From an optimization exercise on the open Yosys and OpenROAD flow, aimed at small area, a short achievable clock period and few clock cycles; shortcuts taken in it are not production practice.
Only simulation tests tie the RTL to the original design; equivalence was not proved.
Power is estimated from default activity; no workload was simulated.

// day02_core
module day02_core #(
    parameter N_ADDR_BITS = 16
) (
    input  wire                 clk,
    input  wire                 rst,
    input  wire [7:0]           rom_data,
    input  wire                 rom_valid,
    output reg  [N_ADDR_BITS:0] rom_addr,
    output wire [63:0]          part1_result,
    output wire [63:0]          part2_result,
    output reg                  done
);
Size in the first run: ~4200 cells after synthesis, ~160 I/O pins, about 33000 um2 of cells after synthesis.
Settings: LEC_CHECK=0, ABC_AREA=1, CAP_MARGIN=20, CORE_MARGIN=2, CORE_UTILIZATION=75, CTS_CLUSTER_DIAMETER=100, CTS_CLUSTER_SIZE=20, PLACE_DENSITY=0.85, SLEW_MARGIN=20; clock period 60.0 ns.
standard.sh (not shown) runs the stock make flow with config.mk's settings and CLKGATE_MAP_FILE= SYNTH_SCRIPT=/design/flow/synth_recipe.tcl, a recipe that flattens the netlist after the stock synthesis.
==> flow/flow/run.sh <==
#!/bin/bash
# The standard layout (standard.sh), with two changes:
#  - after the standard synthesis, OpenROAD's restructure re-maps the logic
#    between the registers for area (flow/restructure.tcl), with a copy of the
#    platform library that leaves out its don't-use cells (flow/filter_lib.py);
#  - buf_2 cells as the port buffers.
# Each tool's output goes to its own log in this folder.
set -eo pipefail
export BUFFER_PORTS_ARGS="-buffer_cell sky130_fd_sc_hd__buf_2"
bash standard.sh synth > standard_synth.log 2>&1
export RESULTS=$PWD/orfs/results/sky130hd/day02_core/base
export LIB=$FLOW_HOME/platforms/sky130hd/lib/sky130_fd_sc_hd__tt_025C_1v80.lib
export LIB_RS=$PWD/restructure_lib.lib
python3 flow/filter_lib.py "$LIB" "$LIB_RS" '*__lpflow_*' '*__probe*' '*__fill_*' \
    '*__dlygate*' '*__dlymetal*' '*__clkdly*' > filter_lib.log 2>&1
mkdir -p restructure_work
export WORK=$PWD/restructure_work
openroad -no_init -exit flow/restructure.tcl > restructure.log 2>&1
bash standard.sh > standard.log 2>&1
==> flow/flow/filter_lib.py <==
#!/usr/bin/env python3
# Writes a copy of a liberty file without the cells whose names match the given
# glob patterns (the platform's don't-use cells), for restructure/ABC.
import sys, fnmatch
src, dst, pats = sys.argv[1], sys.argv[2], sys.argv[3:]
text = open(src).read()
out = []
pos = 0
while True:
    i = text.find('cell (', pos)
    if i < 0:
        out.append(text[pos:])
        break
    # start of the line holding the cell group
    ls = text.rfind('\n', 0, i) + 1
    name = text[i + 6:text.find(')', i)].strip().strip('"')
    j = text.find('{', i)
    depth, k = 1, j + 1
    while depth:
        c = text[k]
        if c == '{':
            depth += 1
        elif c == '}':
            depth -= 1
        k += 1
    out.append(text[pos:ls])
    if not any(fnmatch.fnmatch(name, p) for p in pats):
        out.append(text[ls:k])
    pos = k
open(dst, 'w').write(''.join(out))
==> flow/flow/restructure.tcl <==
# Area recovery on the synthesized netlist: OpenROAD's restructure re-maps the
# combinational logic between registers with ABC (the registers are untouched).
# ABC maps to $::env(LIB_RS), the platform library less its don't-use cells.
set results $::env(RESULTS)
read_db $results/1_synth.odb
read_liberty $::env(LIB)
read_sdc $results/1_synth.sdc
report_design_area
restructure -liberty_file $::env(LIB_RS) -target area \
    -tielo_port sky130_fd_sc_hd__conb_1/LO -tiehi_port sky130_fd_sc_hd__conb_1/HI \
    -work_dir $::env(WORK)
report_design_area
write_db $results/1_synth.odb
Testbench counts at the start, summed over its fixed seeds: cycles 35,727.
Edit:
--- a/flow/flow/run.sh
+++ b/flow/flow/run.sh
@@ -9,0 +10 @@
+export SETUP_SLACK_MARGIN=46.75
CORE_UTILIZATION = 65   (was 75)
PLACE_DENSITY = 0.75   (was 0.85)
=>
- hold slack loses 0.011 ns
- die area climbs by 15%
- sequential share of layout area drops by 0.28 points
- final cell count grows by 1.8%
- design area rose by 1.2%
- via count decreases by 6.2%
- total power went up by 0.84%
Edit:
--- a/flow/flow/run.sh
+++ b/flow/flow/run.sh
@@ -10 +9,0 @@
-export SETUP_SLACK_MARGIN=46.75
CAP_MARGIN = 0   (was 20)
SLEW_MARGIN = 0   (was 20)
Clock skew decreases by 0.021 ns.
First-iteration DRC count drops by 8.8%.
Maximum frequency fell by 0.80%.
Edit:
CAP_MARGIN = 20   (was 0)
SLEW_MARGIN = 20   (was 0)
Clock-buffer cell count stays the same.
Synthesized cell count is unchanged.
Non-clock buffer count is unchanged.
Power is about the same.
Routed wire length barely changes.
Clock skew barely changes.
Worst setup slack stays flat.
Combinational power is about the same.
Utilization stays flat.
Design area barely changes.
Worst hold slack is about the same.

Setup of build 64:
Another version of the RTL of day02_core (not shown whole).
Size in the first run: ~4,300 cells after synthesis, about 160 I/O pins.
clock: 60.0 ns
lec_check: 0
abc_area: 1
cap_margin: 20
core_margin: 2
core_utilization: 40
cts_buf_list: sky130_fd_sc_hd__clkbuf_8
slew_margin: 20
==> flow/flow/run.sh <==
#!/bin/bash
# The standard layout (standard.sh), with two changes:
#  - after the standard synthesis, OpenROAD's restructure re-maps the logic
#    between the registers for area (flow/restructure.tcl), with a copy of the
#    platform library that leaves out its don't-use cells (flow/filter_lib.py);
#  - buf_2 cells as the port buffers.
# Each tool's output goes to its own log in this folder.
set -eo pipefail
export BUFFER_PORTS_ARGS="-buffer_cell sky130_fd_sc_hd__buf_2"
bash standard.sh synth > standard_synth.log 2>&1
export RESULTS=$PWD/orfs/results/sky130hd/day02_core/base
export LIB=$FLOW_HOME/platforms/sky130hd/lib/sky130_fd_sc_hd__tt_025C_1v80.lib
export LIB_RS=$PWD/restructure_lib.lib
python3 flow/filter_lib.py "$LIB" "$LIB_RS" '*__lpflow_*' '*__probe*' '*__fill_*' \
    '*__dlygate*' '*__dlymetal*' '*__clkdly*' > filter_lib.log 2>&1
mkdir -p restructure_work
export WORK=$PWD/restructure_work
openroad -no_init -exit flow/restructure.tcl > restructure.log 2>&1
bash standard.sh > standard.log 2>&1
Scripts as last shown in full above: flow/flow/filter_lib.py, flow/flow/restructure.tcl
Testbench counts of build 64, summed over its fixed seeds: cycles 35,727.
Edits applied to the flow inputs when going from build 64 to build 46:
--- a/flow/config.mk
+++ b/flow/config.mk
@@ -11,2 +11,2 @@
-export CORE_UTILIZATION = 40
-export CTS_BUF_LIST = sky130_fd_sc_hd__clkbuf_8
+export CORE_UTILIZATION = 65
+export PLACE_DENSITY = 0.75
==> comparison <==
- From build 64 to build 46 the numbers moved as follows: sequential power has remained practically unchanged; final area saw a decrease.
- Build 46 has floorplan die width below what build 64 had.
- Compared with build 64, build 46 shows slew at the pin with the worst max-slew slack higher by 0.074 ns.
- Diff build 64 -> build 46: half-perimeter wire length after placement dropped 9.2%; count of non-CTS buffers in the layout dropped 2; clock network fraction of total power climbed 0.3 points.
- Per the comparison of build 46 with build 64, routed wire length now sits lower; final critical-path share of the clock period held.
For build 29, these inputs were changed with respect to build 46:
--- a/flow/config.mk
+++ b/flow/config.mk
@@ -11,2 +11,3 @@
-export CORE_UTILIZATION = 65
-export PLACE_DENSITY = 0.75
+export CORE_UTILIZATION = 40
+export CTS_CLUSTER_DIAMETER = 100
+export CTS_CLUSTER_SIZE = 25
[summary]
Build 29 reports its highest metal layer with signal wires as met4 while build 46 reports met5. The overall fraction of global-route tracks in use number comes out lower for build 29 vs build 46. met3 routed wirelength sits lower in build 29 than in build 46. Diff build 46 -> build 29: instance count along the most critical hold path flat; total power down 120 uW; setup slack after layout flat; pin count of the biggest net entering global routing down about 23%.
Inputs modified between build 29 and build 72:
--- a/flow/config.mk
+++ b/flow/config.mk
@@ -12,2 +11,0 @@
-export CTS_CLUSTER_DIAMETER = 100
-export CTS_CLUSTER_SIZE = 25
Notes after the runs:
Looking at worst hold slack, build 72 sits 0.012 ns lower than build 29 does. [build 72 vs build 29] post-route worst setup slack: lower in build 72. Build 72 and build 29 ended up with roughly the same wire length on met1.

## port drivers added, routing unchanged
No port has a modelled driver above. Below, the same layouts with a new extraction and two added sets of constraints.
Step 1 sets driving cells, clkbuf_16 on the clock port and buf_2 on the other inputs (assumed; they add their load-dependent delay and slew).
Step 2 adds t to the input delays and takes it off the output delays; t is the mean of the earliest and latest rising clock arrival at the registers after step 1. Input paths then give back, and output paths get back, about the clock's delay inside the block.
a / b / c = no drivers / after step 1 / after step 2; a / b = the first two.
run	t (ns)	setup WS [ns]	clock arrival spread, ns	worst data-port slew with drivers (ns)	pins driven straight from the clock port
the first run of note 1	0.692	46.628 / 46.567 / 47.190	0.069 / 0.069	0.04	1
the second run of note 1	0.703	46.734 / 46.668 / 47.251	0.055 / 0.055	0.03	1
the third run of note 1	0.696	46.628 / 46.565 / 47.182	0.025 / 0.025	0.03	1
the fourth run of note 1	0.696	46.627 / 46.565 / 47.182	0.025 / 0.026	0.03	1
build 64	0.799	46.580 / 46.518 / 47.122	0.048 / 0.049	0.04	1
build 46	0.691	46.665 / 46.600 / 47.062	0.055 / 0.054	0.03	1
build 29	0.710	46.667 / 46.602 / 47.156	0.031 / 0.032	0.03	1
build 72	0.715	46.636 / 46.571 / 47.144	0.048 / 0.048	0.04	1
After both steps setup and hold are still met in every run listed.
